Source: an optimization exercise on an open RTL-to-GDS flow (aim: small area). Production flows keep margins and buffers that such runs may drop.
At most, simulation tests tie the RTL to the original design; equivalence was not proved.
No functional check of the RTL was part of run 4.
No driver is modelled on the clock port, so clocking that relies on it looks cheaper here than on a real chip.
Power is estimated from default activity; no workload was simulated.

==> flow/config.mk <==
export PLATFORM = sky130hd
export DESIGN_NAME = timer_mary89
export DESIGN_NICKNAME = timer_mary89
export VERILOG_FILES = /design/flow/design.v
export SDC_FILE = /design/flow/constraint.sdc
export NUM_CORES = 4
export LEC_CHECK = 0
export CAP_MARGIN = 20
export CORE_MARGIN = 2
export CORE_UTILIZATION = 70
export SLEW_MARGIN = 20
==> flow/constraint.sdc <==
create_clock -name core_clock -period 5.0 [get_ports {clock}]
set_input_delay 1.0000 -clock core_clock [delete_from_list [all_inputs] [get_ports {clock}]]
set_output_delay 1.0000 -clock core_clock [all_outputs]
set_load 0.01 [all_outputs]
==> flow/design.v <==
module timer_mary89(clock, reset, adjust, start_stop, mode, d5, d4, d3, d2, d1, d0);
	input        clock, reset, adjust, start_stop, mode;
	output [3:0] d5, d4, d3, d2, d1, d0;
	reg [4:0] state;
	reg [5:0] tick;      
	reg [4:0] flash;     
	reg       h;         
	reg [3:0] c0; reg [2:0] c1; reg [3:0] c2; reg [2:0] c3; reg [1:0] c4; reg c5;
	reg [3:0] k0; reg [2:0] k1; reg [3:0] k2; reg [2:0] k3; reg [1:0] k4; reg k5;
	reg [3:0] a0; reg [2:0] a1;
	wire a2v = a1[2] & a1[1];
	wire [2:0] a1v = {a1[2] & ~a1[1], a1[1] & ~a1[2], a1[0] & ~a2v};
	reg [3:0] al0, al1, al2; reg [2:0] al4;
	wire click = ~tick[5] & ~tick[4] & ~tick[2] & ~tick[0];
	always @(posedge clock or negedge reset)
		if (!reset) tick <= 6'd16;
		else tick <= {tick[4:3], tick[2], tick[1] & ~click, tick[0], tick[5] ^ tick[0]};
	wire fl = ~flash[3] & ~flash[1] & ~flash[0];
	always @(posedge clock or negedge reset)
		if (!reset) flash <= 5'd1;
		else flash <= {flash[3], flash[2] & ~fl, flash[1:0], flash[4] ^ flash[1]};
	wire st0  = (~state[0] & ~state[1] & ~state[2] & ~state[4]);
	wire st3  = (state[0] & state[1] & ~state[2] & ~state[3] & ~state[4]);
	wire st4  = (~state[0] & ~state[1] & state[2] & ~state[3] & ~state[4]);
	wire st6  = (~state[0] & state[1] & state[2] & ~state[4]);
	wire st7  = (state[0] & state[1] & state[2] & ~state[3]);
	wire st14 = (state[3] & state[4]);
	wire st16 = (~state[0] & ~state[1] & ~state[2] & state[4]);
	wire st17 = (state[0] & ~state[1] & ~state[2] & state[4]);
	wire st18 = (state[0] & state[1] & state[4]);
	always @(posedge clock or negedge reset)
		if (!reset) state <= 5'd0;
		else begin
			state[0] <= (state[0] & ~state[1] & ~mode) | (~state[0] & ~state[1] & ~state[4] & mode) | (~state[0] & ~state[2] & ~state[3] & ~state[4] & mode) | (state[0] & state[1] & state[2] & ~state[3] & ~adjust) | (state[0] & state[3] & ~state[4] & ~start_stop) | (~state[0] & state[1] & ~state[2] & start_stop) | (state[0] & ~state[2] & state[4] & mode) | (~state[0] & ~state[1] & ~state[2] & adjust) | (~state[2] & state[3] & start_stop) | (state[0] & state[1] & ~adjust & ~start_stop) | (~state[1] & state[3] & ~state[4] & mode) | (~state[0] & ~state[1] & ~state[2] & ~state[4]) | (~state[0] & state[1] & state[4] & ~adjust & start_stop) | (state[0] & state[4] & ~start_stop & ~mode);
			state[1] <= (state[2] & ~state[3] & ~state[4] & start_stop & ~mode) | (state[0] & ~state[2] & mode) | (state[1] & ~state[2] & state[4]) | (state[1] & ~state[2] & ~mode) | (state[1] & state[2] & ~state[3] & ~state[4]) | (state[1] & state[3] & ~start_stop) | (state[1] & state[4] & ~adjust) | (state[1] & ~state[2] & start_stop);
			state[2] <= (state[2] & ~start_stop) | (state[0] & state[1] & ~state[3] & ~state[4] & adjust) | (~state[0] & state[3] & adjust & ~start_stop) | (state[2] & ~state[4]) | (state[1] & state[2] & adjust) | (state[0] & state[2]) | (state[0] & state[3] & adjust & ~mode);
			state[3] <= (state[0] & state[1] & ~state[2] & ~state[3] & ~adjust & mode) | (~state[0] & state[3] & ~adjust & ~start_stop) | (state[0] & state[3] & ~mode) | (state[0] & state[1] & state[4] & mode) | (state[2] & state[3] & ~state[4]) | (state[0] & state[1] & ~state[2] & ~state[3] & ~state[4] & ~adjust & start_stop);
			state[4] <= (state[0] & state[1] & ~state[3] & ~state[4] & adjust) | (~state[0] & ~state[2] & state[4]) | (state[0] & ~state[1] & state[3] & start_stop) | (~state[1] & state[2] & state[4]) | (~state[2] & state[4] & ~mode) | (state[2] & state[4] & ~adjust) | (state[1] & state[2] & ~state[3] & ~state[4] & adjust) | (~state[0] & ~state[2] & state[3] & adjust & ~start_stop);
		end
	always @(posedge clock or negedge reset)
		if (!reset) h <= 1'b0;
		else if (fl) h <= ~h;
	wire [3:0] hv = {h, 1'b0, h, h};
	wire c0w;
	assign c0w = (c0[0] & c0[3]);
	wire [3:0] c0i;
	assign c0i[0] = (~c0[0]);
	assign c0i[1] = (c0[0] & ~c0[1] & ~c0[3]) | (~c0[0] & c0[1]);
	assign c0i[2] = (c0[0] & c0[1] & ~c0[2]) | (~c0[1] & c0[2]) | (~c0[0] & c0[2]);
	assign c0i[3] = (~c0[0] & c0[3]) | (c0[0] & c0[1] & c0[2]);
	wire c1w;
	assign c1w = (c1[0] & c1[2]);
	wire [2:0] c1i;
	assign c1i[0] = (~c1[0]);
	assign c1i[1] = (c1[0] & ~c1[1] & ~c1[2]) | (~c1[0] & c1[1]);
	assign c1i[2] = (c1[0] & c1[1]) | (~c1[0] & c1[2]);
	wire c2w;
	assign c2w = (c2[0] & c2[3]);
	wire [3:0] c2i;
	assign c2i[0] = (~c2[0]);
	assign c2i[1] = (c2[0] & ~c2[1] & ~c2[3]) | (~c2[0] & c2[1]);
	assign c2i[2] = (c2[0] & c2[1] & ~c2[2]) | (~c2[1] & c2[2]) | (~c2[0] & c2[2]);
	assign c2i[3] = (~c2[0] & c2[3]) | (c2[0] & c2[1] & c2[2]);
	wire c3w;
	assign c3w = (c3[0] & c3[2]);
	wire [2:0] c3i;
	assign c3i[0] = (~c3[0]);
	assign c3i[1] = (c3[0] & ~c3[1] & ~c3[2]) | (~c3[0] & c3[1]);
	assign c3i[2] = (c3[0] & c3[1]) | (~c3[0] & c3[2]);
	wire c4w;
	assign c4w = (c4[1]);
	wire [1:0] c4i;
	assign c4i[0] = (~c4[0] & ~c4[1]);
	assign c4i[1] = (c4[0]);
	wire k0w;
	assign k0w = (k0[0] & k0[3]);
	wire [3:0] k0i;
	assign k0i[0] = (~k0[0]);
	assign k0i[1] = (k0[0] & ~k0[1] & ~k0[3]) | (~k0[0] & k0[1]);
	assign k0i[2] = (k0[0] & k0[1] & ~k0[2]) | (~k0[1] & k0[2]) | (~k0[0] & k0[2]);
	assign k0i[3] = (~k0[0] & k0[3]) | (k0[0] & k0[1] & k0[2]);
	wire k1w;
	assign k1w = (k1[0] & k1[2]);
	wire [2:0] k1i;
	assign k1i[0] = (~k1[0]);
	assign k1i[1] = (k1[0] & ~k1[1] & ~k1[2]) | (~k1[0] & k1[1]);
	assign k1i[2] = (k1[0] & k1[1]) | (~k1[0] & k1[2]);
	wire k2w;
	assign k2w = (k2[0] & k2[3]);
	wire [3:0] k2i;
	assign k2i[0] = (~k2[0]);
	assign k2i[1] = (k2[0] & ~k2[1] & ~k2[3]) | (~k2[0] & k2[1]);
	assign k2i[2] = (k2[0] & k2[1] & ~k2[2]) | (~k2[1] & k2[2]) | (~k2[0] & k2[2]);
	assign k2i[3] = (~k2[0] & k2[3]) | (k2[0] & k2[1] & k2[2]);
	wire k3w;
	assign k3w = (k3[0] & k3[2]);
	wire [2:0] k3i;
	assign k3i[0] = (~k3[0]);
	assign k3i[1] = (k3[0] & ~k3[1] & ~k3[2]) | (~k3[0] & k3[1]);
	assign k3i[2] = (k3[0] & k3[1]) | (~k3[0] & k3[2]);
	wire k4w;
	assign k4w = (k4[1]);
	wire [1:0] k4i;
	assign k4i[0] = (~k4[0] & ~k4[1]);
	assign k4i[1] = (k4[0]);
	wire a0z;
	assign a0z = (~a0[0] & ~a0[1] & ~a0[2] & ~a0[3]);
	wire [3:0] a0d;
	assign a0d[0] = (~a0[0]);
	assign a0d[1] = (~a0[0] & a0[3]) | (a0[0] & a0[1]) | (~a0[0] & ~a0[1] & a0[2]);
	assign a0d[2] = (~a0[0] & a0[3]) | (a0[0] & a0[2]) | (a0[1] & a0[2]);
	assign a0d[3] = (~a0[0] & ~a0[1] & ~a0[2] & ~a0[3]) | (a0[0] & a0[3]);
	wire a1z;
	assign a1z = (~a1[0] & ~a1[1] & ~a1[2]);
	wire [2:0] a1d;
	assign a1d[0] = (~a1[0]) | (a1[1] & a1[2]);
	assign a1d[1] = (a1[0] & a1[1] & ~a1[2]) | (~a1[0] & a1[2]);
	assign a1d[2] = (~a1[0] & ~a1[1] & ~a1[2]) | (a1[0] & a1[2]);
	wire al0z;
	assign al0z = (~al0[0] & ~al0[1] & ~al0[2] & ~al0[3]);
	wire [3:0] al0d;
	assign al0d[0] = (~al0[0]);
	assign al0d[1] = (al0[0] & al0[1]) | (~al0[0] & ~al0[1] & al0[3]) | (~al0[0] & ~al0[1] & al0[2]);
	assign al0d[2] = (~al0[0] & ~al0[1] & al0[3]) | (al0[0] & al0[2]) | (al0[1] & al0[2]);
	assign al0d[3] = (~al0[0] & ~al0[1] & ~al0[2] & ~al0[3]) | (al0[0] & al0[3]) | (al0[1] & al0[3]);
	wire al1z;
	assign al1z = (~al1[0] & ~al1[1] & ~al1[2] & ~al1[3]);
	wire [3:0] al1d;
	assign al1d[0] = (~al1[0]);
	assign al1d[1] = (al1[0] & al1[1]) | (~al1[0] & ~al1[1] & al1[3]) | (~al1[0] & ~al1[1] & al1[2]);
	assign al1d[2] = (~al1[0] & ~al1[1] & ~al1[2]) | (al1[0] & al1[2]) | (al1[1] & al1[2]);
	assign al1d[3] = (al1[0] & al1[3]) | (al1[1] & al1[3]);
	wire al2z;
	assign al2z = (~al2[0] & ~al2[1] & ~al2[2] & ~al2[3]);
	wire [3:0] al2d;
	assign al2d[0] = (~al2[0]);
	assign al2d[1] = (al2[0] & al2[1]) | (~al2[0] & ~al2[1] & al2[3]) | (~al2[0] & ~al2[1] & al2[2]);
	assign al2d[2] = (al2[0] & al2[2]) | (~al2[0] & ~al2[1] & ~al2[2] & al2[3]) | (al2[1] & al2[2]);
	assign al2d[3] = (~al2[0] & ~al2[1] & ~al2[2] & ~al2[3]) | (al2[0] & al2[3]) | (al2[1] & al2[3]) | (al2[2] & al2[3]);
	wire [3:0] al2u;
	assign al2u[0] = (~al2[0]);
	assign al2u[1] = (al2[0] & ~al2[1]) | (~al2[0] & al2[1]);
	assign al2u[2] = (al2[0] & al2[1] & ~al2[2]) | (~al2[1] & al2[2]) | (~al2[0] & al2[2]);
	assign al2u[3] = (~al2[0] & ~al2[1] & ~al2[2]) | (al2[0] & al2[1] & al2[2] & ~al2[3]) | (~al2[2] & al2[3]) | (~al2[1] & al2[3]) | (~al2[0] & al2[3]);
	always @(posedge clock) begin
		if (st0) begin
			c0 <= 4'd0; c1 <= 3'd0; c2 <= 4'd0; c3 <= 3'd0; c4 <= 2'd2; c5 <= 1'b1;
		end else if (click) begin
			c0 <= c0i;
			if (c0w) begin
				c1 <= c1i;
				if (c1w) begin
					c2 <= c2i;
					if (c2w) begin
						c3 <= c3i;
						if (c3w) begin
							c4 <= c4i;
							if (c4w) c5 <= ~c5;
						end
					end
				end
			end
		end
	end
	wire run  = st17 & click;
	wire inc2 = (st14 & start_stop) | (run & k0w & k1w);
	wire inc4 = (st16 & start_stop) | (run & k0w & k1w & k2w & k3w);
	always @(posedge clock) begin
		if (st0) begin
			k0 <= 4'd0; k1 <= 3'd0; k2 <= 4'd0; k3 <= 3'd0; k4 <= 2'd2; k5 <= 1'b1;
		end else begin
			if (run) k0 <= k0i;
			if (run & k0w) k1 <= k1i;
			if (inc2) k2 <= k2i;
			if (inc2 & k2w) k3 <= k3i;
			if (inc4) k4 <= k4i;
			if (inc4 & k4w) k5 <= ~k5;
		end
	end
	always @(posedge clock) begin
		if (st0) begin
			a0 <= 4'd0; a1 <= 3'd7;
		end else if (st3 & click) begin
			a0 <= a0d;
			if (a0z) a1 <= a1d;
		end
	end
	always @(posedge clock) begin
		if (st0) begin
			al0 <= 4'd0; al1 <= 4'd0; al2 <= 4'd1; al4 <= 3'd0;
		end else begin
			if (st4 & fl) al4 <= (al4 == 3'd0) ? 3'd3 : 3'd0;
			if (st6 & start_stop) al4 <= al4 + 3'd1;
			if (st7 & start_stop) al2 <= al2u;
			if (st18) begin
				if (al0z & al1z & al2z) begin
					al0 <= hv; al1 <= hv; al2 <= hv;
				end else if (click) begin
					al0 <= al0d;
					if (al0z) begin
						al1 <= al1d;
						if (al1z) al2 <= al2d;
					end
				end
			end
		end
	end
	assign d0[0] = (k0[0] & ((state[0] & ~state[1] & ~state[2]) | (~state[0] & state[2] & state[3]))) | (a0[0] & ((state[0] & state[1] & ~state[2] & ~state[3] & ~state[4]) | (~state[0] & ~state[2] & state[3]))) | (al0[0] & ((state[1] & state[4]) | (state[2] & ~state[3] & ~state[4]))) | (c0[0] & ((~state[0] & ~state[1] & state[4]) | (state[0] & ~state[1] & state[3]) | (state[0] & ~state[2] & state[3]))) | (h & ((state[1] & state[2] & state[3])));
	assign d0[1] = (k0[1] & ((state[0] & ~state[1] & ~state[2]) | (~state[0] & state[2] & state[3]))) | (a0[1] & ((state[0] & state[1] & ~state[2] & ~state[3] & ~state[4]) | (~state[0] & ~state[2] & state[3]))) | (al0[1] & ((state[1] & state[4]) | (state[2] & ~state[3] & ~state[4]))) | (c0[1] & ((~state[0] & ~state[1] & state[4]) | (state[0] & ~state[1] & state[3]) | (state[0] & ~state[2] & state[3]))) | (h & ((state[1] & state[2] & state[3])));
	assign d0[2] = (k0[2] & ((state[0] & ~state[1] & ~state[2]) | (~state[0] & state[2] & state[3]))) | (a0[2] & ((state[0] & state[1] & ~state[2] & ~state[3] & ~state[4]) | (~state[0] & ~state[2] & state[3]))) | (al0[2] & ((state[1] & state[4]) | (state[2] & ~state[3] & ~state[4]))) | (c0[2] & ((~state[0] & ~state[1] & state[4]) | (state[0] & ~state[1] & state[3]) | (state[0] & ~state[2] & state[3])));
	assign d0[3] = ((~state[0] & ~state[1] & ~state[2] & ~state[4])) | (k0[3] & ((state[0] & ~state[1] & ~state[2]) | (~state[0] & state[2] & state[3]))) | (a0[3] & ((state[0] & state[1] & ~state[2] & ~state[3] & ~state[4]) | (~state[0] & ~state[2] & state[3]))) | (al0[3] & ((state[1] & state[4]) | (state[2] & ~state[3] & ~state[4]))) | (c0[3] & ((~state[0] & ~state[1] & state[4]) | (state[0] & ~state[1] & state[3]) | (state[0] & ~state[2] & state[3]))) | (h & ((state[1] & state[2] & state[3])));
	assign d1[0] = (k1[0] & ((state[0] & ~state[1] & ~state[2]) | (~state[0] & state[2] & state[3]))) | (a1v[0] & ((state[0] & state[1] & ~state[2] & ~state[3] & ~state[4]) | (~state[0] & ~state[2] & state[3]))) | (al1[0] & ((state[1] & state[4]) | (state[2] & ~state[3] & ~state[4]))) | (c1[0] & ((~state[0] & ~state[1] & state[4]) | (state[0] & ~state[1] & state[3]) | (state[0] & ~state[2] & state[3]))) | (h & ((state[1] & state[2] & state[3])));
	assign d1[1] = (k1[1] & ((state[0] & ~state[1] & ~state[2]) | (~state[0] & state[2] & state[3]))) | (a1v[1] & ((state[0] & state[1] & ~state[2] & ~state[3] & ~state[4]) | (~state[0] & ~state[2] & state[3]))) | (al1[1] & ((state[1] & state[4]) | (state[2] & ~state[3] & ~state[4]))) | (c1[1] & ((~state[0] & ~state[1] & state[4]) | (state[0] & ~state[1] & state[3]) | (state[0] & ~state[2] & state[3]))) | (h & ((state[1] & state[2] & state[3])));
	assign d1[2] = (k1[2] & ((state[0] & ~state[1] & ~state[2]) | (~state[0] & state[2] & state[3]))) | (a1v[2] & ((state[0] & state[1] & ~state[2] & ~state[3] & ~state[4]) | (~state[0] & ~state[2] & state[3]))) | (al1[2] & ((state[1] & state[4]) | (state[2] & ~state[3] & ~state[4]))) | (c1[2] & ((~state[0] & ~state[1] & state[4]) | (state[0] & ~state[1] & state[3]) | (state[0] & ~state[2] & state[3])));
	assign d1[3] = ((~state[0] & ~state[1] & ~state[2] & ~state[4])) | (al1[3] & ((state[1] & state[4]) | (state[2] & ~state[3] & ~state[4]))) | (h & ((state[1] & state[2] & state[3])));
	assign d2[0] = (k2[0] & ((state[0] & ~state[1] & ~state[2]) | (state[3] & state[4]))) | ((~state[0] & state[1] & ~state[2] & ~state[3] & ~state[4])) | (a2v & ((state[0] & state[1] & ~state[2] & ~state[3] & ~state[4]) | (~state[0] & ~state[2] & state[3]))) | (al2[0] & ((state[1] & state[4]) | (~state[0] & state[2] & ~state[3] & ~state[4]) | (state[1] & state[2] & ~state[3]))) | (h & ((state[0] & ~state[1] & state[2] & ~state[4]))) | (c2[0] & ((~state[0] & ~state[1] & state[4]) | (state[0] & state[1] & state[3]) | (~state[0] & state[2] & state[3])));
	assign d2[1] = (k2[1] & ((state[0] & ~state[1] & ~state[2]) | (state[3] & state[4]))) | (al2[1] & ((state[1] & state[4]) | (~state[0] & state[2] & ~state[3] & ~state[4]) | (state[1] & state[2] & ~state[3]))) | (h & ((state[0] & ~state[1] & state[2] & ~state[4]))) | (c2[1] & ((~state[0] & ~state[1] & state[4]) | (state[0] & state[1] & state[3]) | (~state[0] & state[2] & state[3])));
	assign d2[2] = (k2[2] & ((state[0] & ~state[1] & ~state[2]) | (state[3] & state[4]))) | (al2[2] & ((state[1] & state[4]) | (~state[0] & state[2] & ~state[3] & ~state[4]) | (state[1] & state[2] & ~state[3]))) | (c2[2] & ((~state[0] & ~state[1] & state[4]) | (state[0] & state[1] & state[3]) | (~state[0] & state[2] & state[3])));
	assign d2[3] = ((~state[0] & ~state[1] & ~state[2] & ~state[4])) | (k2[3] & ((state[0] & ~state[1] & ~state[2]) | (state[3] & state[4]))) | (al2[3] & ((state[1] & state[4]) | (~state[0] & state[2] & ~state[3] & ~state[4]) | (state[1] & state[2] & ~state[3]))) | (h & ((state[0] & ~state[1] & state[2] & ~state[4]))) | (c2[3] & ((~state[0] & ~state[1] & state[4]) | (state[0] & state[1] & state[3]) | (~state[0] & state[2] & state[3])));
	assign d3[0] = ((~state[0] & ~state[1] & ~state[2] & ~state[4])) | (k3[0] & ((state[0] & ~state[1] & ~state[2]) | (state[3] & state[4]))) | (h & ((state[0] & ~state[1] & state[2] & ~state[4]))) | (c3[0] & ((~state[0] & ~state[1] & state[4]) | (state[0] & state[1] & state[3]) | (~state[0] & state[2] & state[3])));
	assign d3[1] = ((~state[0] & ~state[1] & ~state[2] & ~state[4])) | (k3[1] & ((state[0] & ~state[1] & ~state[2]) | (state[3] & state[4]))) | (h & ((state[0] & ~state[1] & state[2] & ~state[4]))) | (c3[1] & ((~state[0] & ~state[1] & state[4]) | (state[0] & state[1] & state[3]) | (~state[0] & state[2] & state[3])));
	assign d3[2] = (k3[2] & ((state[0] & ~state[1] & ~state[2]) | (state[3] & state[4]))) | (c3[2] & ((~state[0] & ~state[1] & state[4]) | (state[0] & state[1] & state[3]) | (~state[0] & state[2] & state[3])));
	assign d3[3] = (h & ((state[0] & ~state[1] & state[2] & ~state[4])));
	assign d4[0] = ((~state[0] & ~state[1] & ~state[2] & ~state[4])) | (k4[0] & ((state[0] & ~state[1] & ~state[2]))) | (h & ((~state[0] & ~state[1] & state[2] & ~state[3]))) | (al4[0] & ((~state[0] & state[1] & state[2] & ~state[4]))) | (c4[0] & ((~state[0] & ~state[1] & ~state[2] & state[4]) | (state[0] & state[3]) | (state[2] & state[3])));
	assign d4[1] = ((~state[0] & ~state[1] & ~state[2] & ~state[4])) | (k4[1] & ((state[0] & ~state[1] & ~state[2]))) | (h & ((~state[0] & ~state[1] & state[2] & ~state[3]))) | (al4[1] & ((~state[0] & state[1] & state[2] & ~state[4]))) | (c4[1] & ((~state[0] & ~state[1] & ~state[2] & state[4]) | (state[0] & state[3]) | (state[2] & state[3])));
	assign d4[2] = (al4[2] & ((~state[0] & state[1] & state[2] & ~state[4])));
	assign d4[3] = ((~state[0] & ~state[1] & ~state[2] & ~state[4])) | (h & ((~state[0] & ~state[1] & state[2] & ~state[3]))) | ((|al4) & ((~state[0] & state[1] & state[2] & ~state[4])));
	assign d5[0] = ((~state[0] & ~state[1] & ~state[2] & ~state[4])) | (k5 & ((state[0] & ~state[1] & ~state[2]))) | (c5 & ((~state[0] & ~state[1] & ~state[2] & state[4]) | (state[0] & state[3]) | (state[2] & state[3]))) | (h & ((~state[0] & ~state[1] & state[2] & state[4])));
	assign d5[1] = ((state[1] & ~state[3]) | (~state[0] & ~state[3] & ~state[4]) | (~state[0] & state[1]) | (state[0] & state[2] & ~state[3])) | (h & ((~state[0] & ~state[1] & state[2] & state[4])));
	assign d5[2] = 1'b0;
	assign d5[3] = ((state[1] & ~state[3]) | (~state[0] & ~state[3] & ~state[4]) | (~state[0] & state[1]) | (state[0] & state[2] & ~state[3])) | (h & ((~state[0] & ~state[1] & state[2] & state[4])));
endmodule
==> flow/flow/run.sh <==
#!/bin/bash
# Own layout flow: the standard ORFS flow with the standard synthesis unchanged, and:
# * port buffers of the smallest buffer (buf_1) instead of the resizer's default choice;
# * timing-driven placement keeps no resizer buffers (GPL_KEEP_OVERFLOW=0);
# * the clock tree built by hand before CTS (flow/man_cts.tcl): the flip-flops are split by
#   position into groups, one per buffer in BUFS, with sizes in proportion to the buffers'
#   strength; each group is driven by its buffer, fed straight from the clock port.
#   TritonCTS skips those nets. Every register gets the same one-buffer clock path.
# Each step's full output goes to the ORFS logs (orfs/logs/...) and to flow_orfs.log here.
set -euo pipefail
here=$(pwd)
BUFS="sky130_fd_sc_hd__clkbuf_16 sky130_fd_sc_hd__clkbuf_16 sky130_fd_sc_hd__clkbuf_8"
CTS="-sink_clustering_enable -repair_clock_nets -dont_use_dummy_load -buf_list sky130_fd_sc_hd__clkbuf_8"
bash standard.sh "CTS_ARGS=$CTS" "PRE_CTS_TCL=$here/flow/man_cts.tcl" \
  "BUFFER_PORTS_ARGS=-buffer_cell sky130_fd_sc_hd__buf_1" GPL_KEEP_OVERFLOW=0 "MAN_CTS_BUFS=$BUFS" finish > flow_orfs.log 2>&1
==> flow/flow/man_cts.tcl <==
# Clock tree built by hand before CTS: the flip-flops are split by position into NCL groups
# of equal size (alternate median cuts in x and y), each group driven by one clock buffer
# placed at its centre and fed straight from the clock port. TritonCTS then skips these nets.
proc split_groups {items weights axis} {
  set n [llength $weights]
  if {$n <= 1} { return [list $items] }
  set idx [expr {$axis == 0 ? 1 : 2}]
  set sorted [lsort -integer -index $idx $items]
  set n1 [expr {$n / 2}]
  set wa 0.0; set wt 0.0
  for {set i 0} {$i < $n} {incr i} {
    set wt [expr {$wt + [lindex $weights $i]}]
    if {$i < $n1} { set wa [expr {$wa + [lindex $weights $i]}] }
  }
  set k [expr {int(round([llength $sorted] * $wa / $wt))}]
  set a [lrange $sorted 0 [expr {$k - 1}]]
  set b [lrange $sorted $k end]
  return [concat [split_groups $a [lrange $weights 0 [expr {$n1 - 1}]] [expr {1 - $axis}]] \
                 [split_groups $b [lrange $weights $n1 end] [expr {1 - $axis}]]]
}

proc manual_clock_tree {bufcells} {
  set block [ord::get_db_block]
  set clknet [$block findNet clock]
  set sinks {}
  set xmin 1e18; set xmax -1e18; set ymin 1e18; set ymax -1e18
  foreach it [$clknet getITerms] {
    set inst [$it getInst]
    set bb [$inst getBBox]
    set x [expr {([$bb xMin] + [$bb xMax]) / 2}]
    set y [expr {([$bb yMin] + [$bb yMax]) / 2}]
    lappend sinks [list $it $x $y]
    set xmin [expr {min($xmin, $x)}]; set xmax [expr {max($xmax, $x)}]
    set ymin [expr {min($ymin, $y)}]; set ymax [expr {max($ymax, $y)}]
  }
  set axis [expr {($xmax - $xmin) >= ($ymax - $ymin) ? 0 : 1}]
  set weights {}
  foreach b $bufcells { lappend weights [expr {[string match *_16 $b] ? 2.0 : 1.0}] }
  set groups [split_groups $sinks $weights $axis]
  set c 0
  foreach g $groups bufcell $bufcells {
    set master [[ord::get_db] findMaster $bufcell]
    set inst [odb::dbInst_create $block $master "clkbuf_man_$c"]
    set net [odb::dbNet_create $block "clknet_man_$c"]
    $net setSigType CLOCK
    [$inst findITerm A] connect $clknet
    [$inst findITerm X] connect $net
    set sx 0; set sy 0
    foreach s $g {
      set it [lindex $s 0]
      $it disconnect
      $it connect $net
      set sx [expr {$sx + [lindex $s 1]}]; set sy [expr {$sy + [lindex $s 2]}]
    }
    set k [llength $g]
    $inst setLocation [expr {int($sx / $k)}] [expr {int($sy / $k)}]
    $inst setPlacementStatus PLACED
    puts "clock group $c: $k flip-flops, $bufcell at [expr {$sx / $k / 1000.0}] [expr {$sy / $k / 1000.0}] um"
    incr c
  }
}

set bufs {sky130_fd_sc_hd__clkbuf_16 sky130_fd_sc_hd__clkbuf_16 sky130_fd_sc_hd__clkbuf_16}
if {[info exists ::env(MAN_CTS_BUFS)]} { set bufs $::env(MAN_CTS_BUFS) }
manual_clock_tree $bufs
set skip {clock}
for {set c 0} {$c < [llength $bufs]} {incr c} { lappend skip clknet_man_$c }
set_cts_config -skip_nets $skip
set_propagated_clock [all_clocks]
==> flow/standard.sh <==
#!/bin/bash
# synth_recipe.tcl (not shown) runs the flow's synth.tcl, then flattens the netlist and writes it again
# the make line also repeats each setting of config.mk as NAME=value (left out here)
make -C /OpenROAD-flow-scripts/flow DESIGN_CONFIG=/design/flow/config.mk WORK_HOME=/design/flow/orfs CLKGATE_MAP_FILE= SYNTH_SCRIPT=/design/flow/synth_recipe.tcl "${@:-finish}"
==> summary.md, run 1 <==
| Metric | Value |
|---|---|
| Ant diodes | 0 |
| Final Max Tran Viols | 0 |
| Setup-failing EPs final | 0 |
| Synth area leader | dfxtp_1 |
| Startpoint types | flip-flop |
| Final period utilization | 74.5% |
| WL/cell | 17.2 um |
| Yosys cell types | 58 |
| Top-area cell type share of the netlist area | 28.7% |
| Reg clk slew, reported paths | 0.11 ns |
| Biggest cell delay along the critical path | 0.85 ns |
| HP Class | reg -> reg |
| Die area | 6200 um^2 |
| Asr flop ratio synth | 23.3% |
| Post-Syn Area | 3910 um^2 |
| Slew @ Worst Pin | 1.02 ns |
| Share of cells above drive strength 1 | 3.01% |
| Port bufs | 27 |
| Starting DRT DRC Count | 608 |
| Routed vias/inst | 6.73 |
| Chip Width | 78.8 um |
| Post-Route WL | 9800 um |
| WHS Endpoint | tick[4]$_DFF_PN1_ |
| Final net count | 509 |
| Hold Buf Count CTS | 0 |
| Global route total overflow | 0 |
| Vias in the first global route | 3372 |
| Final hold violations | 0 |
| First-pass GRT wire length | 16300 um |
| Area delta synth->final | 4.80% |
| Drt first pass iters | 7 |
| R2R cell count | 5 |
| Mapped Cells | 490 |
| Via total after detailed routing | 3836 |
| Sequential share of the synthesized area | 39.6% |
| Fmax | 268 MHz |
| Starting Density | 71.9% |
| Routed Antenna Nets | 0 |
| Leakage power | 1.61 nW |
| WP data arrival | 2.73 ns |
| Postcts setup bufs | 0 |
| RSZ-0062 raised after global routing | false |
| Period minus WS final | 3.73 ns |
| Non-Filler Instances | 570 |
| Hold path depth | 0 |
| Post-CTS resize count | 0 |
| Final HPWL DP | 6950 um |
| Max-Cap Viols | 0 |
| Critical path origin | state[1]$_DFF_PN0_ |
| Syn Nets | 499 |
| Peak VDD IR | 0.441 mV |
| Placer Congestion | 0.962 |
| Result of the run | timing/DRC/antenna clean |
| Critical Path RT | 4.00 ns |
| Slowest CP cell | dfrtp_1 |
| Core Footprint | 5440 um^2 |
| Global Route Usage Sum | 31.6% |
| I/O Pins | 29 |
| Synthesized flop and latch total | 73 |
| Worst-path cell chain | or4bb_1 -> a21oi_1 -> a32oi_1 -> nand3_1 -> buf_1 |
| EDFF count, synth | 0 |
| Critical Path Fanout Max | 25 |
| Top FF cell, synth | dfxtp_1 |
| Initial antenna violation count | 0 |
| CP Capture Type | output pin |
| Pin count of the biggest net entering global routing | 31 |
| Clock Latency Late Sink | 0.17 ns |
| Total power | 0.00251 W |
| P per Cell Area | 613 nW/um^2 |
| Min-delay src | tick[3]$_DFF_PN0_ |
| Die Y | 78.8 um |
| Synth area leaders | dfxtp_1 (29%), dfrtp_1 (9.6%), nand2_1 (5.5%) |
| Final core utilization | 75.4% |
| Synth top cells by count | nand2_1 (57), dfxtp_1 (56), nor2_1 (42) |
| Worst r2r dst | a1[2]$_SDFFE_PP1P_ |
| Relative slew slack | 31.7% |
| R2R setup slack | 1.96 ns |
| R2r startpoint | state[1]$_DFF_PN0_ |
| DRC Markers | 0 |
| Critical path class | reg -> out |
| Post-Place Cells | 567 |
| Clock skew | 0.0175 ns |
| Most frequent cell after synthesis | nand2_1 |
| Syn avg cell area | 7.98 um^2 |
| YS warnings | 1 |
| Std-Cell Rows | 27 |
==> critical path, delay by kind of cell, from the launching register on <==
| family | cells | cell delay [ns] |
|---|---|---|
| compound gates | 2 | 0.82 |
| buf+inv | 1 | 0.16 |
| flops | 1 | 0.85 |
| simple gates | 2 | 0.71 |
==> area by class of cell <==
class	count	area, um^2
Buffer	3	63.8
Fill cell	457	1340
Inverter	20	75.1
Multi-Input combinational cell	370	2200
Sequential cell	73	1550
Tap cell	72	90.1
Timing Repair Buffer	32	126
==> stage by stage <==
stage | hold WS [ns] | instance area, um^2 | setup TNS [ns] | setup slack [ns]
after floorplan | 0.333 | 3910 | 0 | 2.18
after global placement | 0.345 | 3990 | -7.94 | -0.370
after detailed placement | 0.342 | 4040 | 0 | 1.58
after CTS | 0.374 | 4100 | 0 | 1.37
after global routing | 0.381 | 4100 | 0 | 1.11
final | 0.373 | 4100 | 0 | 1.27
==> power by group <==
part | internal, W | total (W) | switching, W
sequential | 0.000755 | 0.00111 | 0.000351
clock | 0.0000929 | 0.000241 | 0.000148
combinational | 0.000457 | 0.00117 | 0.000710
==> cells by family (layout without fill, tap and decap cells) <==
family	Yosys count	after routing	synth area share, %
compound gates	133	133	22.0
xor+xnor	16	16	3.58
fa+ha+maj	4	4	1.28
buf+inv	47	55	4.76
flops	73	73	39.6
mux	12	12	3.07
other cells	1	1	0.0958
simple gates	204	204	25.6
==> sequential cells by signal, indices dropped and copies added, names as in the netlist, named ones only <==
| name | cells |
|---|---|
| state | 5 |
| al2 | 4 |
| al4 | 3 |
| c4 | 2 |
| c1 | 2 |
| c3 | 2 |
| k2 | 4 |
| al1 | 4 |
| k1 | 2 |
| a1 | 3 |
| flash | 5 |
| k4 | 2 |
| al0 | 4 |
| k0 | 4 |
| c2 | 4 |
| c0 | 4 |
| k5 | 1 |
| tick | 6 |
| k3 | 2 |
| a0 | 4 |
| h | 1 |
| c5 | 1 |
==> cells in the final DEF (no fill, tap or decap), types with 12 or more instances in the layout <==
cell,instances
dfxtp_1,56
inv_1,20
a21oi_1,30
dfrtp_1,15
o21ai_0,39
nor3_1,25
nand2_1,57
nor2_1,42
nand3_1,23
buf_1,27
mux2i_1,12
==> worst max-delay path by stage <==
stage                               to  slack (ns)
CTS                              d1[0]        1.37
detailed placement               d1[0]        1.58
floorplan                        d5[3]        2.18
global route                     d0[3]        1.11
finish                           d1[0]        1.27
global placement    k2[0]$_SDFFE_PP0P_       -0.37
==> layer usage <==
layer	global-route usage, %	routed length, um	share of wire (%)
met4	5.26	128	1.3
met3	3.75	750	7.6
met1	44.6	4360	44
met5	0	0	0
met2	53.2	4570	47
==> inputs of run 2 (changes only) <==
--- a/flow/flow/run.sh
+++ b/flow/flow/run.sh
@@ -3,4 +3,5 @@
 # * port buffers of the smallest buffer (buf_1) instead of the resizer's default choice;
 # * timing-driven placement keeps no resizer buffers (GPL_KEEP_OVERFLOW=0);
+# * after global routing, gates off the critical paths are downsized (RECOVER_POWER=100);
 # * the clock tree built by hand before CTS (flow/man_cts.tcl): the flip-flops are split by
 #   position into groups, one per buffer in BUFS, with sizes in proportion to the buffers'
@@ -13,3 +14,3 @@
 CTS="-sink_clustering_enable -repair_clock_nets -dont_use_dummy_load -buf_list sky130_fd_sc_hd__clkbuf_8"
 bash standard.sh "CTS_ARGS=$CTS" "PRE_CTS_TCL=$here/flow/man_cts.tcl" \
-  "BUFFER_PORTS_ARGS=-buffer_cell sky130_fd_sc_hd__buf_1" GPL_KEEP_OVERFLOW=0 "MAN_CTS_BUFS=$BUFS" finish > flow_orfs.log 2>&1
+  "BUFFER_PORTS_ARGS=-buffer_cell sky130_fd_sc_hd__buf_1" GPL_KEEP_OVERFLOW=0 RECOVER_POWER=100 "MAN_CTS_BUFS=$BUFS" finish > flow_orfs.log 2>&1
==> summary.md, run 2 <==
| Metric | Value |
|---|---|
| Total power | 0.00250 W |
| Vias in the first global route | 3372 |
| Startpoint types | flip-flop |
| Syn avg cell area | 7.98 um^2 |
| YS warnings | 1 |
| Non-Filler Instances | 570 |
| CP Capture Type | output pin |
| Share of cells above drive strength 1 | 1.00% |
| Core Footprint | 5440 um^2 |
| Min Hold Slack | 0.375 ns |
| Final hold violations | 0 |
| Drt first pass iters | 5 |
| Final net count | 509 |
| Hold Buf Count CTS | 0 |
| Global route total overflow | 0 |
| Seq pwr share | 44.0% |
| Global Route Usage Sum | 31.6% |
| Ant diodes | 0 |
| Synth top cells by count | nand2_1 (57), dfxtp_1 (56), nor2_1 (42) |
| Yosys cell types | 58 |
| Pin count of the biggest net entering global routing | 31 |
| Family with the most delay on the worst path | flip-flops |
| First-pass GRT wire length | 16300 um |
| DRC Markers | 0 |
| Reg clk slew, reported paths | 0.11 ns |
| Synthesized flop and latch total | 73 |
| Critical path class | reg -> out |
| HP Class | reg -> reg |
| Post-Route WL | 9760 um |
| Leakage power | 1.58 nW |
| Synth area leader | dfxtp_1 |
| Critical path depth | 5 |
| Final HPWL DP | 6950 um |
| Power Internal | 0.00130 W |
| Biggest cell delay along the critical path | 0.85 ns |
| Chip Width | 78.8 um |
| Most common cell after layout, fill and taps aside | nand2_1 |
| Port bufs | 27 |
| Final core utilization | 74.9% |
| Routed Antenna Nets | 0 |
| Comb pwr share | 46.4% |
| Worst-path cell chain | or4bb_1 -> a21oi_1 -> a32oi_1 -> nand3_1 -> buf_1 |
| RSZ-0062 raised after global routing | false |
| Register area | 1550 um^2 |
| Clock Latency Late Sink | 0.17 ns |
| Starting DRT DRC Count | 654 |
| Synth area leaders | dfxtp_1 (29%), dfrtp_1 (9.6%), nand2_1 (5.5%) |
| Post-route setup TNS | 0 ns |
| Die area | 6200 um^2 |
| Slowest CP cell | dfrtp_1 |
| Result of the run | timing/DRC/antenna clean |
| Std-Cell Rows | 27 |
| Sw power | 0.00120 W |
| CP Buf/Inv Count | 1 |
| Post-Place Cells | 567 |
| Filler cell count in the final layout | 461 |
| Placer Congestion | 0.962 |
| Clock skew | 0.0165 ns |
| Most frequent cell after synthesis | nand2_1 |
| Most frequent cells in the layout | nand2_1 (57), dfxtp_1 (56), nor2_1 (42), o21ai_0 (39), a21oi_1 (30) |
| P per Cell Area | 614 nW/um^2 |
| Final period utilization | 74.6% |
| Critical Path Fanout Max | 25 |
| Relative slew slack | 11.8% |
| Die Y | 78.8 um |
| Fmax | 268 MHz |
| Asr flop ratio synth | 23.3% |
| WL/cell | 17.1 um |
| Post-Syn Area | 3910 um^2 |
| Via total after detailed routing | 3824 |
| Setup-failing EPs final | 0 |
| Initial antenna violation count | 0 |
| Postcts setup bufs | 0 |
| Area of the multi-input gates | 2170 um^2 |
| R2R cell count | 5 |
| Biggest register | tick |
| Starting Density | 71.9% |
| Max FFs per register | 6 |
| Hold path depth | 0 |
| Peak VDD IR | 0.437 mV |
| Top FF cell, synth | dfxtp_1 |
| Area delta synth->final | 4.06% |
| Regs by FF count | tick: 6 flops, flash: 5 flops, state: 5 flops |
| Period minus WS final | 3.73 ns |
| WP data arrival | 2.73 ns |
| Sw frac | 48.0% |
| Sequential share of the synthesized area | 39.6% |
| EDFF count, synth | 0 |
| Post-CTS resize count | 0 |
| Part of the power in the clock network | 9.7% |
| Final Max Tran Viols | 0 |
| I/O Pins | 29 |
| Top-area cell type share of the netlist area | 28.7% |
| Syn Nets | 499 |
| Slew @ Worst Pin | 1.31 ns |
| Max-Cap Viols | 0 |
| Routed vias/inst | 6.71 |
| Mapped Cells | 490 |
| Critical Path RT | 4.00 ns |
==> run 2: cells by family after synthesis <==
kind of cell | count (synthesis) | synth area share, %
simple gates | 204 | 25.6
mux | 12 | 3.07
compound gates | 133 | 22.0
other cells | 1 | 0.0958
buf+inv | 47 | 4.76
xor+xnor | 16 | 3.58
fa+ha+maj | 4 | 1.28
flops | 73 | 39.6
==> run 2: layer usage <==
layer  part of all wire, %  up-vias  wire, um  track usage [%]
met4                   1.8        0       171             5.26
met3                   8.4       24       815             3.75
li1                      -     1812         -                -
met5                     0        -         0                0
met2                    47      207      4570             53.2
met1                    43     1781      4200             44.6
==> run 2: power groups by stage <==
stage	clock [W]	sequential [W]	combinational, W
CTS	0.000245	0.00109	0.00115
floorplan	0	0.000906	0.000984
detailed placement	0	0.00110	0.00114
global route	0.000264	0.00113	0.00130
global placement	0	0.00109	0.00110
finish	0.000242	0.00110	0.00116
==> run 2: worst register-to-register path, delay by kind of cell, from the launching register on <==
| family | cells | cell delay (ns) |
|---|---|---|
| flops | 1 | 0.85 |
| simple gates | 5 | 2.15 |
==> run 2: metrics by stage <==
stage                     area (um^2)  setup slack (ns)
after global routing             4070              1.12
after CTS                        4100              1.37
after floorplan                  3910              2.18
final                            4070              1.27
after global placement           3990            -0.370
after detailed placement         4040              1.58
==> run 2: worst paths after layout <==
path / from / end / slack (ns)
worst max-delay path: state[1]$_DFF_PN0_ / d1[0] / 1.27
worst min-delay path: tick[3]$_DFF_PN0_ / tick[4]$_DFF_PN1_ / 0.37
worst max register to register: state[1]$_DFF_PN0_ / a1[2]$_SDFFE_PP1P_ / 1.92
worst min register to register: tick[3]$_DFF_PN0_ / tick[4]$_DFF_PN1_ / 0.37
max in group asynchronous: reset / flash[3]$_DFF_PN0_ / 3.53
min in group asynchronous: reset / tick[5]$_DFF_PN0_ / 0.92
==> run 2: final cells by class <==
class                   count  share of cell area, %
well taps                  72                   2.21
flip-flops and latches     73                   38.0
plain buffers               3                   1.57
multi-input cells         370                   53.4
inverters                  20                   1.84
repair buffers             32                   2.95
==> inputs of run 3 (changes only) <==
--- a/flow/flow/run.sh
+++ b/flow/flow/run.sh
@@ -3,5 +3,4 @@
 # * port buffers of the smallest buffer (buf_1) instead of the resizer's default choice;
 # * timing-driven placement keeps no resizer buffers (GPL_KEEP_OVERFLOW=0);
-# * after global routing, gates off the critical paths are downsized (RECOVER_POWER=100);
 # * the clock tree built by hand before CTS (flow/man_cts.tcl): the flip-flops are split by
 #   position into groups, one per buffer in BUFS, with sizes in proportion to the buffers'
==> summary.md, run 3 <==
| Metric | Value |
|---|---|
| Fmax | 268 MHz |
| Final core utilization | 74.9% |
| Final Max Tran Viols | 0 |
| Post-CTS resize count | 0 |
| Biggest cell delay along the critical path | 0.85 ns |
| Routed Antenna Nets | 0 |
| Global route total overflow | 0 |
| Reg clk slew, reported paths | 0.11 ns |
| Clock skew | 0.0165 ns |
| Synth Area in XOR/XNOR | 3.58% |
| Critical Path RT | 4.00 ns |
| YS warnings | 1 |
| Critical Path Fanout Max | 25 |
| Chip Width | 78.8 um |
| Relative slew slack | 11.8% |
| Family with the most delay on the worst path | flip-flops |
| Most common cell after layout, fill and taps aside | nand2_1 |
| DP Worst Slack | 1.58 ns |
| Port bufs | 27 |
| Peak VDD IR | 0.437 mV |
| Share of cells above drive strength 1 | 1.00% |
| Final net count | 509 |
| Most frequent cell after synthesis | nand2_1 |
| Max-Cap Viols | 0 |
| Result of the run | timing/DRC/antenna clean |
| Synth area leaders | dfxtp_1 (29%), dfrtp_1 (9.6%), nand2_1 (5.5%) |
| Syn avg cell area | 7.98 um^2 |
| Post-Place Cells | 567 |
| Register area | 1550 um^2 |
| DRC Markers | 0 |
| Std-Cell Rows | 27 |
| Filler cell count in the final layout | 461 |
| Worst-path cell chain | or4bb_1 -> a21oi_1 -> a32oi_1 -> nand3_1 -> buf_1 |
| Compound-Gate Fraction of Synth Area | 22.0% |
| Period minus WS final | 3.73 ns |
| Ant diodes | 0 |
| Area of the multi-input gates | 2170 um^2 |
| Post-synthesis simple-gate area fraction | 25.6% |
| Placer Congestion | 0.962 |
| Die Y | 78.8 um |
| Area delta synth->final | 4.06% |
| Top FF cell, synth | dfxtp_1 |
| Biggest register | tick |
| Final period utilization | 74.6% |
| Post-Synth Adder-Cell Area | 1.28% |
| EDFF count, synth | 0 |
| Critical path class | reg -> out |
| Max FFs per register | 6 |
| Synth area leader | dfxtp_1 |
| Drt first pass iters | 5 |
| First-pass GRT wire length | 16300 um |
| Synthesized flop and latch total | 73 |
| Slowest CP cell | dfrtp_1 |
| Post-Route WL | 9760 um |
| Yosys cell types | 58 |
| Vias in the first global route | 3372 |
| Global Route Usage Sum | 31.6% |
| Sequential share of the synthesized area | 39.6% |
| Clock Latency Late Sink | 0.17 ns |
| P per Cell Area | 614 nW/um^2 |
| Final HPWL DP | 6950 um |
| Non-Filler Instances | 570 |
| WP data arrival | 2.73 ns |
| Post-route setup TNS | 0 ns |
| Post-synthesis mux area share | 3.07% |
| HP Class | reg -> reg |
| Final hold violations | 0 |
| Starting DRT DRC Count | 654 |
| Routed vias/inst | 6.71 |
| I/O Pins | 29 |
| Top-area cell type share of the netlist area | 28.7% |
| Initial antenna violation count | 0 |
| Setup-failing EPs final | 0 |
| Min Hold Slack | 0.375 ns |
| Pin count of the biggest net entering global routing | 31 |
| Mapped Cells | 490 |
| RSZ-0062 raised after global routing | false |
| Setup WS post-layout | 1.27 ns |
| Startpoint types | flip-flop |
| Asr flop ratio synth | 23.3% |
| Regs by FF count | tick: 6 flops, flash: 5 flops, state: 5 flops |
| Syn Nets | 499 |
| WL/cell | 17.1 um |
| Largest family of logic cells by synthesized area | simple AND/OR/NAND/NOR gates |
| Hold Buf Count CTS | 0 |
| Postcts setup bufs | 0 |
| CP Buf/Inv Count | 1 |
| Via total after detailed routing | 3824 |
| Core Footprint | 5440 um^2 |
| Slew @ Worst Pin | 1.31 ns |
| Synth top cells by count | nand2_1 (57), dfxtp_1 (56), nor2_1 (42) |
| Post-Syn Area | 3910 um^2 |
| Most frequent cells in the layout | nand2_1 (57), dfxtp_1 (56), nor2_1 (42), o21ai_0 (39), a21oi_1 (30) |
| Die area | 6200 um^2 |
| Leakage power | 1.58 nW |
| Starting Density | 71.9% |
| CP Capture Type | output pin |
==> run 3: cell counts after synthesis <==
No cell type changed its count.
==> run 3: power breakdown <==
part           internal (W)  switching (W)  total, W
combinational      0.000453       0.000707   0.00116
clock             0.0000929       0.000149  0.000242
sequential         0.000755       0.000345   0.00110
==> run 3: worst reg2reg max path, stage by stage, from the launching register on <==
cell     delay [ns]
dfrtp_1        0.85
or4bb_1        0.59
or4_1          0.51
or4_1          0.54
or4_1          0.43
nand3_1        0.08
==> run 3: layout make-up <==
type | instances | share of cell area (%)
Buffer | 3 | 1.57
Tap cell | 72 | 2.21
Timing Repair Buffer | 32 | 2.95
Inverter | 20 | 1.84
Multi-Input combinational cell | 370 | 53.4
Sequential cell | 73 | 38.0
==> run 3: kinds of logic after synthesis <==
logic type | Yosys count
simple gates | 204
compound gates | 133
flops | 73
buf+inv | 47
xor+xnor | 16
mux | 12
fa+ha+maj | 4
other cells | 1
==> run 3: through the flow <==
step	area [um^2]	total power, W
final	4070	0.00250
after global routing	4070	0.00270
after CTS	4100	0.00248
after detailed placement	4040	0.00224
after global placement	3990	0.00218
after floorplan	3910	0.00189
==> run 3: layer usage <==
metal | up-vias | GRT usage [%] | wire (um)
met4 | 0 | 5.26 | 171
met3 | 24 | 3.75 | 815
met1 | 1781 | 44.6 | 4200
met5 | - | 0 | 0
met2 | 207 | 53.2 | 4570
li1 | 1812 | - | -
==> run 3: final timing paths <==
path | from | endpoint | slack, ns | cells after the start
max | state[1]$_DFF_PN0_ | d1[0] | 1.27 | 5
min in group asynchronous | reset | tick[5]$_DFF_PN0_ | 0.92 | 1
max in group asynchronous | reset | flash[3]$_DFF_PN0_ | 3.53 | 1
min reg2reg | tick[3]$_DFF_PN0_ | tick[4]$_DFF_PN1_ | 0.37 | 0
max reg2reg | state[1]$_DFF_PN0_ | a1[2]$_SDFFE_PP1P_ | 1.92 | 5
min | tick[3]$_DFF_PN0_ | tick[4]$_DFF_PN1_ | 0.37 | 0
==> inputs of run 4 (changes only) <==
--- a/flow/design.v
+++ b/flow/design.v
@@ -186,23 +186,26 @@
 		end
 	end
-	always @(posedge clock) begin
-		if (st0) begin
-			al0 <= 4'd0; al1 <= 4'd0; al2 <= 4'd1; al4 <= 3'd0;
-		end else begin
-			if (st4 & fl) al4 <= (al4 == 3'd0) ? 3'd3 : 3'd0;
-			if (st6 & start_stop) al4 <= al4 + 3'd1;
-			if (st7 & start_stop) al2 <= al2u;
-			if (st18) begin
-				if (al0z & al1z & al2z) begin
-					al0 <= hv; al1 <= hv; al2 <= hv;
-				end else if (click) begin
-					al0 <= al0d;
-					if (al0z) begin
-						al1 <= al1d;
-						if (al1z) al2 <= al2d;
-					end
-				end
-			end
-		end
+	wire allz = al0z & al1z & al2z;
+	wire al01z = al0z & al1z;
+	wire al0_n0 = (st18 & click & ~allz & ~al0[0]) | (st18 & allz & h) | (~st0 & ~st18 & al0[0]) | (~st0 & ~click & al0[0]);
+	wire al0_n1 = (st18 & click & ~al0[0] & ~al0[1] & al0[2]) | (st18 & click & ~al0[0] & ~al0[1] & al0[3]) | (st18 & allz & h) | (~st0 & ~st18 & al0[1]) | (st18 & al0[0] & al0[1]) | (st18 & ~click & al0[1]);
+	wire al0_n2 = (~st0 & ~st18 & al0[2]) | (st18 & click & ~al0[0] & ~al0[1] & al0[3]) | (st18 & al0[0] & al0[2]) | (st18 & ~click & al0[2]) | (st18 & al0[1] & al0[2]);
+	wire al0_n3 = (~st0 & ~st18 & al0[3]) | (st18 & click & ~allz & ~al0[0] & ~al0[1] & ~al0[2] & ~al0[3]) | (st18 & allz & h) | (~st0 & al0[0] & al0[3]) | (st18 & ~click & al0[3]) | (st18 & al0[1] & al0[3]);
+	wire al1_n0 = (st18 & click & ~allz & al0z & ~al1[0]) | (st18 & allz & h) | (~st0 & ~st18 & al1[0]) | (st18 & ~al0z & al1[0]) | (st18 & ~click & al1[0]);
+	wire al1_n1 = (st18 & click & al0z & ~al1[0] & ~al1[1] & al1[3]) | (st18 & allz & h) | (~st0 & ~st18 & al1[1]) | (st18 & click & al0z & ~al1[0] & ~al1[1] & al1[2]) | (st18 & ~al0z & al1[1]) | (st18 & ~click & al1[1]) | (st18 & al1[0] & al1[1]);
+	wire al1_n2 = (~st0 & ~st18 & al1[2]) | (st18 & click & ~allz & al0z & ~al1[0] & ~al1[1] & ~al1[2]) | (st18 & ~al0z & al1[2]) | (st18 & al1[1] & al1[2]) | (st18 & al1[0] & al1[2]) | (st18 & ~click & al1[2]);
+	wire al1_n3 = (~st0 & ~st18 & al1[3]) | (st18 & allz & h) | (st18 & ~click & al1[3]) | (~st0 & ~al0z & al1[3]) | (~st0 & al1[0] & al1[3]) | (~st0 & al1[1] & al1[3]);
+	wire al2_n0 = (st0) | (st7 & start_stop & ~al2[0]) | (st18 & click & ~allz & al01z & ~al2[0]) | (~st18 & ~st7 & al2[0]) | (st18 & allz & h) | (~st7 & ~al01z & al2[0]) | (st7 & ~start_stop & al2[0]) | (st18 & ~click & al2[0]);
+	wire al2_n1 = (st18 & click & al01z & ~al2[0] & ~al2[1] & al2[3]) | (st18 & allz & h) | (st7 & start_stop & al2[0] & ~al2[1]) | (st18 & click & al01z & ~al2[0] & ~al2[1] & al2[2]) | (~st0 & ~st18 & ~al2[0] & al2[1]) | (~st0 & ~st7 & al2[0] & al2[1]) | (st18 & ~click & al2[1]) | (st7 & ~start_stop & al2[1]) | (st18 & ~al01z & al2[1]);
+	wire al2_n2 = (st18 & click & al01z & ~al2[0] & ~al2[1] & ~al2[2] & al2[3]) | (st7 & start_stop & al2[0] & al2[1] & ~al2[2]) | (~st0 & ~st18 & ~al2[0] & al2[2]) | (~st0 & ~st7 & al2[0] & al2[2]) | (st18 & ~click & al2[2]) | (st7 & ~start_stop & al2[2]) | (st18 & ~al01z & al2[2]) | (st7 & ~al2[1] & al2[2]) | (st18 & al2[1] & al2[2]);
+	wire al2_n3 = (st7 & start_stop & ~al2[0] & ~al2[1] & ~al2[2]) | (st18 & click & ~allz & al01z & ~al2[0] & ~al2[1] & ~al2[2] & ~al2[3]) | (st18 & allz & h) | (st7 & start_stop & al2[0] & al2[1] & al2[2] & ~al2[3]) | (~st0 & ~st7 & al2[1] & al2[3]) | (~st0 & ~st18 & ~al2[1] & al2[3]) | (st18 & ~click & al2[3]) | (st7 & ~start_stop & al2[3]) | (st18 & al2[0] & al2[3]) | (st7 & ~al2[0] & al2[3]) | (st18 & ~al01z & al2[3]) | (st7 & ~al2[2] & al2[3]) | (st18 & al2[2] & al2[3]);
+	wire al4_n0 = (st4 & fl & ~al4[0] & ~al4[1] & ~al4[2]) | (st6 & start_stop & ~al4[0]) | (~st0 & ~st4 & ~st6 & al4[0]) | (st4 & ~fl & al4[0]) | (st6 & ~start_stop & al4[0]);
+	wire al4_n1 = (st4 & fl & ~al4[0] & ~al4[1] & ~al4[2]) | (st6 & start_stop & al4[0] & ~al4[1]) | (~st0 & ~st4 & ~st6 & al4[1]) | (st6 & ~al4[0] & al4[1]) | (st4 & ~fl & al4[1]) | (st6 & ~start_stop & al4[1]);
+	wire al4_n2 = (~st0 & ~st4 & ~st6 & al4[2]) | (st6 & start_stop & al4[0] & al4[1] & ~al4[2]) | (st6 & ~al4[1] & al4[2]) | (st4 & ~fl & al4[2]) | (st6 & ~al4[0] & al4[2]) | (st6 & ~start_stop & al4[2]);
+	always @(posedge clock) begin
+		al0 <= {al0_n3, al0_n2, al0_n1, al0_n0};
+		al1 <= {al1_n3, al1_n2, al1_n1, al1_n0};
+		al2 <= {al2_n3, al2_n2, al2_n1, al2_n0};
+		al4 <= {al4_n2, al4_n1, al4_n0};
 	end
 	assign d0[0] = (k0[0] & ((state[0] & ~state[1] & ~state[2]) | (~state[0] & state[2] & state[3]))) | (a0[0] & ((state[0] & state[1] & ~state[2] & ~state[3] & ~state[4]) | (~state[0] & ~state[2] & state[3]))) | (al0[0] & ((state[1] & state[4]) | (state[2] & ~state[3] & ~state[4]))) | (c0[0] & ((~state[0] & ~state[1] & state[4]) | (state[0] & ~state[1] & state[3]) | (state[0] & ~state[2] & state[3]))) | (h & ((state[1] & state[2] & state[3])));
--- a/flow/flow/run.sh
+++ b/flow/flow/run.sh
@@ -3,4 +3,5 @@
 # * port buffers of the smallest buffer (buf_1) instead of the resizer's default choice;
 # * timing-driven placement keeps no resizer buffers (GPL_KEEP_OVERFLOW=0);
+# * after global routing, gates off the critical paths are downsized (RECOVER_POWER=100);
 # * the clock tree built by hand before CTS (flow/man_cts.tcl): the flip-flops are split by
 #   position into groups, one per buffer in BUFS, with sizes in proportion to the buffers'
==> summary.md, run 4 <==
| Metric | Value |
|---|---|
| Seq pwr share | 45.1% |
| Post-route setup TNS | 0 ns |
| Syn Nets | 499 |
| Final period utilization | 82.3% |
| Critical Path Fanout Max | 31 |
| Drt first pass iters | 8 |
| Final hold violations | 0 |
| Post-Route WL | 9760 um |
| Period minus WS final | 4.11 ns |
| Post-Place Cells | 564 |
| Min Hold Slack | 0.373 ns |
| Comb pwr share | 45.0% |
| Reg clk slew, reported paths | 0.10 ns |
| Startpoint types | flip-flop |
| CP Capture Type | output pin |
| Initial antenna violation count | 0 |
| Most frequent cells in the layout | nand2_1 (67), dfxtp_1 (56), nor2_1 (53), nand3_1 (29), o21ai_0 (29) |
| Ant diodes | 0 |
| Global Route Usage Sum | 31.0% |
| Share of cells above drive strength 1 | 1.82% |
| Post-Syn Area | 3970 um^2 |
| First-pass GRT wire length | 16100 um |
| Sequential share of the synthesized area | 39.0% |
| Power Internal | 0.00128 W |
| Yosys cell types | 64 |
| Chip Width | 79.3 um |
| Slew @ Worst Pin | 1.89 ns |
| Core Footprint | 5510 um^2 |
| Clock Latency Late Sink | 0.17 ns |
| Synthesized flop and latch total | 73 |
| EDFF count, synth | 0 |
| Top-area cell type share of the netlist area | 28.2% |
| Starting Density | 72.2% |
| YS warnings | 1 |
| Global route total overflow | 0 |
| Top FF cell, synth | dfxtp_1 |
| Most common cell after layout, fill and taps aside | nand2_1 |
| Via total after detailed routing | 3810 |
| Synth top cells by count | nand2_1 (67), dfxtp_1 (56), nor2_1 (53) |
| Most frequent cell after synthesis | nand2_1 |
| HP Class | reg -> reg |
| Part of the power in the clock network | 9.9% |
| Std-Cell Rows | 27 |
| Port bufs | 27 |
| Placer Congestion | 0.937 |
| I/O Pins | 29 |
| DRC Markers | 0 |
| Critical Path RT | 4.00 ns |
| Fmax | 243 MHz |
| Sw frac | 47.2% |
| Mapped Cells | 494 |
| Area delta synth->final | 2.14% |
| Regs by FF count | tick: 6 flops, flash: 5 flops, state: 5 flops |
| Asr flop ratio synth | 23.3% |
| Routed vias/inst | 6.72 |
| Peak VDD IR | 0.362 mV |
| Die Y | 79.3 um |
| Result of the run | complete, but fails checks |
| Postcts setup bufs | 0 |
| P per Cell Area | 599 nW/um^2 |
| Post-CTS resize count | 0 |
| Die area | 6300 um^2 |
| Synth area leader | dfxtp_1 |
| Synth area leaders | dfxtp_1 (28%), dfrtp_1 (9.4%), nand2_1 (6.3%) |
| Starting DRT DRC Count | 513 |
| Pin count of the biggest net entering global routing | 32 |
| Final net count | 502 |
| Final HPWL DP | 6940 um |
| Final Max Tran Viols | 16 |
| Setup-failing EPs final | 0 |
| Syn avg cell area | 8.04 um^2 |
| Clock skew | 0.0219 ns |
| Routed Antenna Nets | 0 |
| WL/cell | 17.2 um |
| Max-Cap Viols | 2 |
| RSZ-0062 raised after global routing | false |
| Relative slew slack | -27.1% |
| Max FFs per register | 6 |
| Critical path class | reg -> out |
| Leakage power | 1.61 nW |
| Hold Buf Count CTS | 0 |
| Non-Filler Instances | 567 |
| Biggest register | tick |
| Vias in the first global route | 3412 |
| Sw power | 0.00115 W |
| WP data arrival | 3.11 ns |
| SO Faults | max-capacitance violations, max-slew violations |
## run 4: through the flow
step | total power, W | util (%) | area, um^2 | setup WS [ns]
2_1_floorplan | 0.00186 | - | 3970 | 2.36
3_3_place_gp | 0.00214 | 73.2 | 4030 | 0.308
3_5_place_dp | 0.00219 | 73.7 | 4060 | 1.64
4_1_cts | 0.00243 | 74.9 | 4120 | 1.44
5_1_grt | 0.00261 | 73.7 | 4060 | 0.670
6_report | 0.00243 | 73.7 | 4060 | 0.887
## run 4: final cells by class
class                      instances  area [um^2]
multi-input combinational        378         2200
sequential                        73         1550
fill                             440         1450
timing repair buffer              29          109
tap                               72         90.1
buffer                             3         63.8
inverter                          12         45.0
## run 4: critical path: stages, from the launching register on
cell and delay (ns):
dfrtp_1 0.72, nor4_1 1.33, clkbuf_1 0.54, a211oi_1 0.10
nand2_1 0.09, buf_1 0.15
## run 4: power by group through the flow
stage               combinational (W)  clock [W]  sequential, W
floorplan                    0.000980          0       0.000882
global placement              0.00105          0        0.00109
detailed placement            0.00108          0        0.00110
CTS                           0.00109   0.000241        0.00109
global route                  0.00122   0.000263        0.00113
finish                        0.00110   0.000240        0.00110
## run 4: logic make-up (layout without fill, tap and decap cells)
group	after synthesis	in the layout	share of synthesized area, %
simple gates	221	221	27.5
other cells	1	1	0.0944
flops	73	73	39.0
xor+xnor	15	15	3.31
compound gates	127	127	22.0
buf+inv	43	44	4.50
mux	14	14	3.56
## run 4: worst paths after layout
| kind | to | start | slack (ns) | depth (start not counted) |
|---|---|---|---|---|
| setup / recovery | d0[3] | state[0]$_DFF_PN0_ | 0.89 | 5 |
| hold / removal | tick[4]$_DFF_PN1_ | tick[3]$_DFF_PN0_ | 0.37 | 0 |
| setup reg to reg | a1[2]$_SDFFE_PP1P_ | tick[2]$_DFF_PN0_ | 1.31 | 5 |
| hold reg to reg | tick[4]$_DFF_PN1_ | tick[3]$_DFF_PN0_ | 0.37 | 0 |
| max in group asynchronous | h$_DFFE_PN0P_ | reset | 3.58 | 1 |
| min in group asynchronous | state[1]$_DFF_PN0_ | reset | 0.90 | 1 |
## run 4: metal layers
layer  wire length, um  GRT usage, %  vias up
li1                  -             -     1809
met5                 0             0        -
met3               888          3.07       27
met4               170          5.86        0
met2              4550          51.9      191
met1              4150          44.1     1783

-- separate check: timing with driven ports --
In the flow no input, the clock included, has a driving cell. The finished layouts below were timed again as built, in two steps.
Step 1: set_driving_cell puts a clkbuf_16 on clock and a buf_2 on each other input, an assumption about the parent block.
Step 2, shift: input delay + t, output delay - t, t = (earliest + latest rising clock arrival at the registers) / 2. This alone moves slack from input paths to output paths.
Three values: ideal ports, drivers, drivers and shift; two values: the first two.
run | t (ns) | setup WS [ns] | worst slew at a driven data input, ns
run 1 | 0.222 | 1.273 / 1.212 / 1.433 | 0.03
run 2 | 0.220 | 1.268 / 1.207 / 1.427 | 0.03
run 3 | 0.220 | 1.268 / 1.207 / 1.427 | 0.03
run 4 | 0.224 | 0.887 / 0.823 / 1.047 | 0.03
